This is an optimization exercise on Yosys and OpenROAD, whose aim is small area, a short achievable clock period and few clock cycles, not a production implementation. Function was checked by simulation only, so behaviour that the tests miss may differ from the original. Power is estimated from default activity; no workload was simulated.

==> flow/design.v <==
`timescale 1ns / 1ps
module control#(parameter m=3, w=220, h=220)(
    input rstn,clk,ready,
    input [(m*m)-1:0] kernel,
    output wire [15:0] img_addr,
    output wire img_rd,
    input [7:0] img_data,
    output wire res_valid,
    output wire [15:0] res_addr,
    output wire [7:0] out,
    output wire finish
    );
    localparam [15:0] ST_ROW   = 16'd220;               
    localparam [15:0] ST_COL   = 16'd1 - 16'd1540;      
    localparam [15:0] RS_SAME  = -16'd880 - 16'd221;    
    localparam [15:0] RS_PREV  = 16'd879 - 16'd221;     
    function [15:0] bk16(input [15:0] x, input [15:0] y);
        reg [15:0] g, p, G, P; integer i, d;
        begin
            g = x & y; p = x ^ y; G = g; P = p;
            for (d = 1; d < 16; d = d * 2)
                for (i = 2*d - 1; i < 16; i = i + 2*d) begin
                    G[i] = G[i] | (P[i] & G[i-d]); P[i] = P[i] & P[i-d];
                end
            for (d = 4; d >= 1; d = d / 2)
                for (i = 3*d - 1; i < 16; i = i + 2*d) begin
                    G[i] = G[i] | (P[i] & G[i-d]); P[i] = P[i] & P[i-d];
                end
            bk16 = p ^ {G[14:0], 1'b0};
        end
    endfunction
    function [11:0] bk12(input [11:0] x, input [11:0] y);
        reg [11:0] g, p, G, P; integer i, d;
        begin
            g = x & y; p = x ^ y; G = g; P = p;
            for (d = 1; d < 12; d = d * 2)
                for (i = 2*d - 1; i < 12; i = i + 2*d) begin
                    G[i] = G[i] | (P[i] & G[i-d]); P[i] = P[i] & P[i-d];
                end
            for (d = 4; d >= 1; d = d / 2)
                for (i = 3*d - 1; i < 12; i = i + 2*d) begin
                    G[i] = G[i] | (P[i] & G[i-d]); P[i] = P[i] & P[i-d];
                end
            bk12 = p ^ {G[10:0], 1'b0};
        end
    endfunction
    function [23:0] csa(input [11:0] x, input [11:0] y, input [11:0] z);
        begin
            csa[11:0]  = x ^ y ^ z;
            csa[23:12] = ((x & y) | (x & z) | (y & z)) << 1;
        end
    endfunction
    function [11:0] add3(input [11:0] x, input [11:0] y, input [11:0] z);
        reg [23:0] c;
        begin
            c = csa(x, y, z);
            add3 = bk12(c[11:0], c[23:12]);
        end
    endfunction
    function [11:0] add4(input [11:0] w, input [11:0] x, input [11:0] y, input [11:0] z);
        reg [23:0] c, d;
        begin
            c = csa(w, x, y);
            d = csa(c[11:0], c[23:12], z);
            add4 = bk12(d[11:0], d[23:12]);
        end
    endfunction
    reg        run;
    reg        rd;
    reg [15:0] ra;
    reg [2:0]  rc;           
    reg [7:0]  cc;           
    reg        re;           
    reg        dum;          
    reg        last_strip;
    wire start     = ready & ~run;
    wire strip_end = dum & (rc == 3'd4);
    wire prelast   = ra[15] & ra[6] & ~ra[4] & ~ra[3];
    wire run_end   = last_strip & (cc == 8'd219) & (rc == 3'd3);
    wire [2:0] rc_nx = strip_end ? 3'd0 : rc + 3'd1;
    wire last_nx   = last_strip | (strip_end & prelast);
    assign img_rd   = rd;
    assign img_addr = ra;
    always @(posedge clk) begin
        if (!rstn) begin
            run <= 1'b0;
            rd  <= 1'b0;
        end else if (start) begin
            run <= 1'b1;
            rd  <= 1'b1;
        end else begin
            if (run_end) run <= 1'b0;
            rd <= run & ~run_end & ~(last_nx & rc_nx[2]);
        end
    end
    always @(posedge clk) begin
        if (start) begin
            ra <= 16'd0;
            rc <= 3'd0;
            cc <= 8'd0;
            re <= 1'b0;
            dum <= 1'b0;
            last_strip <= 1'b0;
        end else begin
            rc <= rc_nx;
            re <= (rc == 3'd6);
            ra <= bk16(ra, re ? ST_COL : ST_ROW);
            if (re) begin
                cc <= cc + 8'd1;
                dum <= (cc == 8'd219);
            end else if (strip_end) begin
                cc <= 8'd0;
                dum <= 1'b0;
            end
            last_strip <= last_nx;
        end
    end
    reg [15:0] rs;
    always @(posedge clk) rs <= bk16(ra, rc[2] ? RS_SAME : RS_PREV);
    assign res_addr = rs;
    wire rv = run & (rc >= 3'd2) & (cc >= 8'd2) & ~dum & ~(last_strip & rc[2]);
    reg [8:0] kr;
    always @(posedge clk) kr <= kernel;
    reg [7:0] sr [0:16];
    integer i;
    always @(posedge clk) begin
        sr[0] <= img_data;
        for (i = 1; i <= 16; i = i + 1) sr[i] <= sr[i-1];
    end
    wire [7:0] p2 = sr[0];
    wire [7:0] p1 = sr[8];
    wire [7:0] p0 = sr[16];
    wire [7:0] m0 = p0 & {8{kr[0]}}, m1 = p1 & {8{kr[1]}}, m2 = p2 & {8{kr[2]}};
    wire [7:0] m3 = p0 & {8{kr[3]}}, m4 = p1 & {8{kr[4]}}, m5 = p2 & {8{kr[5]}};
    wire [7:0] m6 = p0 & {8{kr[6]}}, m7 = p1 & {8{kr[7]}}, m8 = p2 & {8{kr[8]}};
    wire [11:0] s0 = add3(m0, m1, m2);
    wire [11:0] s1 = add4(a0, m3, m4, m5);
    wire [11:0] s2 = add4(a1, m6, m7, m8);
    reg [9:0]  a0;
    reg [10:0] a1;
    reg [11:0] ws;
    always @(posedge clk) begin
        a0 <= s0[9:0];
        a1 <= s1[10:0];
        ws <= s2;
    end
    wire [6:0] hl = ws[11:6] + ws[5:0];
    reg  [3:0] f;
    always @* begin
        case (hl)
            7'd0: f = 4'd0;
            7'd1: f = 4'd0;
            7'd2: f = 4'd0;
            7'd3: f = 4'd0;
            7'd4: f = 4'd0;
            7'd5: f = 4'd0;
            7'd6: f = 4'd0;
            7'd7: f = 4'd0;
            7'd8: f = 4'd0;
            7'd9: f = 4'd1;
            7'd10: f = 4'd1;
            7'd11: f = 4'd1;
            7'd12: f = 4'd1;
            7'd13: f = 4'd1;
            7'd14: f = 4'd1;
            7'd15: f = 4'd1;
            7'd16: f = 4'd1;
            7'd17: f = 4'd1;
            7'd18: f = 4'd2;
            7'd19: f = 4'd2;
            7'd20: f = 4'd2;
            7'd21: f = 4'd2;
            7'd22: f = 4'd2;
            7'd23: f = 4'd2;
            7'd24: f = 4'd2;
            7'd25: f = 4'd2;
            7'd26: f = 4'd2;
            7'd27: f = 4'd3;
            7'd28: f = 4'd3;
            7'd29: f = 4'd3;
            7'd30: f = 4'd3;
            7'd31: f = 4'd3;
            7'd32: f = 4'd3;
            7'd33: f = 4'd3;
            7'd34: f = 4'd3;
            7'd35: f = 4'd3;
            7'd36: f = 4'd4;
            7'd37: f = 4'd4;
            7'd38: f = 4'd4;
            7'd39: f = 4'd4;
            7'd40: f = 4'd4;
            7'd41: f = 4'd4;
            7'd42: f = 4'd4;
            7'd43: f = 4'd4;
            7'd44: f = 4'd4;
            7'd45: f = 4'd5;
            7'd46: f = 4'd5;
            7'd47: f = 4'd5;
            7'd48: f = 4'd5;
            7'd49: f = 4'd5;
            7'd50: f = 4'd5;
            7'd51: f = 4'd5;
            7'd52: f = 4'd5;
            7'd53: f = 4'd5;
            7'd54: f = 4'd6;
            7'd55: f = 4'd6;
            7'd56: f = 4'd6;
            7'd57: f = 4'd6;
            7'd58: f = 4'd6;
            7'd59: f = 4'd6;
            7'd60: f = 4'd6;
            7'd61: f = 4'd6;
            7'd62: f = 4'd6;
            7'd63: f = 4'd7;
            7'd64: f = 4'd7;
            7'd65: f = 4'd7;
            7'd66: f = 4'd7;
            7'd67: f = 4'd7;
            7'd68: f = 4'd7;
            7'd69: f = 4'd7;
            7'd70: f = 4'd7;
            7'd71: f = 4'd7;
            7'd72: f = 4'd8;
            7'd73: f = 4'd8;
            7'd74: f = 4'd8;
            7'd75: f = 4'd8;
            7'd76: f = 4'd8;
            7'd77: f = 4'd8;
            7'd78: f = 4'd8;
            7'd79: f = 4'd8;
            7'd80: f = 4'd8;
            7'd81: f = 4'd9;
            7'd82: f = 4'd9;
            7'd83: f = 4'd9;
            7'd84: f = 4'd9;
            7'd85: f = 4'd9;
            7'd86: f = 4'd9;
            7'd87: f = 4'd9;
            7'd88: f = 4'd9;
            7'd89: f = 4'd9;
            7'd90: f = 4'd10;
            7'd91: f = 4'd10;
            7'd92: f = 4'd10;
            7'd93: f = 4'd10;
            7'd94: f = 4'd10;
            7'd95: f = 4'd10;
            7'd96: f = 4'd10;
            7'd97: f = 4'd10;
            7'd98: f = 4'd10;
            default: f = 4'd0;
        endcase
    end
    reg  [3:0] f_r;
    reg  [5:0] h_r;
    always @(posedge clk) begin
        f_r <= f;
        h_r <= ws[11:6];
    end
    reg [7:0] q_r;
    always @(posedge clk) q_r <= {h_r, 3'b0} - h_r + f_r;
    assign out = q_r;
    reg [4:0] vp;
    reg       fin;
    always @(posedge clk) begin
        if (!rstn) begin vp <= 0; fin <= 1'b0; end
        else begin vp <= {vp[3:0], rv}; fin <= vp[3] & ~vp[2] & ~run; end
    end
    assign res_valid = vp[4];
    assign finish = fin;
endmodule
clock: 13.0 ns
lec_check: 0
cap_margin: 20
core_margin: 2
core_utilization: 40
slew_margin: 20
standard.sh (not shown) runs the stock make flow with config.mk's settings and CLKGATE_MAP_FILE= SYNTH_SCRIPT=/design/flow/synth_recipe.tcl, a recipe that flattens the netlist after the stock synthesis.
==> flow/flow/run.sh <==
#!/bin/bash
# Standard ORFS layout (the standard.sh, unchanged synthesis), with
# buf_2 port buffers and a smaller clock tree.
set -euo pipefail
export BUFFER_PORTS_ARGS="-buffer_cell sky130_fd_sc_hd__buf_2"
export CTS_ARGS="-sink_clustering_enable -repair_clock_nets -root_buf sky130_fd_sc_hd__clkbuf_16 -buf_list {sky130_fd_sc_hd__clkbuf_8 sky130_fd_sc_hd__clkbuf_16} -sink_clustering_size 30 -sink_clustering_max_diameter 100 -dont_use_dummy_load"
export SETUP_SLACK_MARGIN=9.38
bash standard.sh > standard.log 2>&1
The first run completed with no timing, DRC or antenna violations.
Testbench counts at the start, summed over its fixed seeds: cycles 391,812.
Rerun with:
--- a/flow/flow/run.sh
+++ b/flow/flow/run.sh
@@ -7 +7 @@
-export SETUP_SLACK_MARGIN=9.38
+export SETUP_SLACK_MARGIN=9.3
=>
- total power goes down by 1.1%
- routed wire length falls by 1.0%
- hold slack hardly moves
- area after synthesis is unchanged
- design area shrinks by 1.2%

[separate check: timing with driven ports]
How much do the figures lean on ideal ports? The routed layouts below were timed once more, with nothing changed but the port constraints. Step 1: set_driving_cell puts a clkbuf_16 on clk and a buf_2 on each other input, an assumption about the parent block. Step 2, shift: input delay + t, output delay - t, t = (earliest + latest rising clock arrival at the registers) / 2. This alone moves slack from input paths to output paths. Slacks: ideal ports / drivers / drivers and shift; pairs: ideal ports / drivers.
run	t, ns	slack for setup (ns)	worst setup path after step 2
the first run	0.518	9.421 / 9.373 / 9.527	input to register
the second run	0.518	9.376 / 9.329 / 9.537	input to register
After both steps every run listed still meets setup and hold.
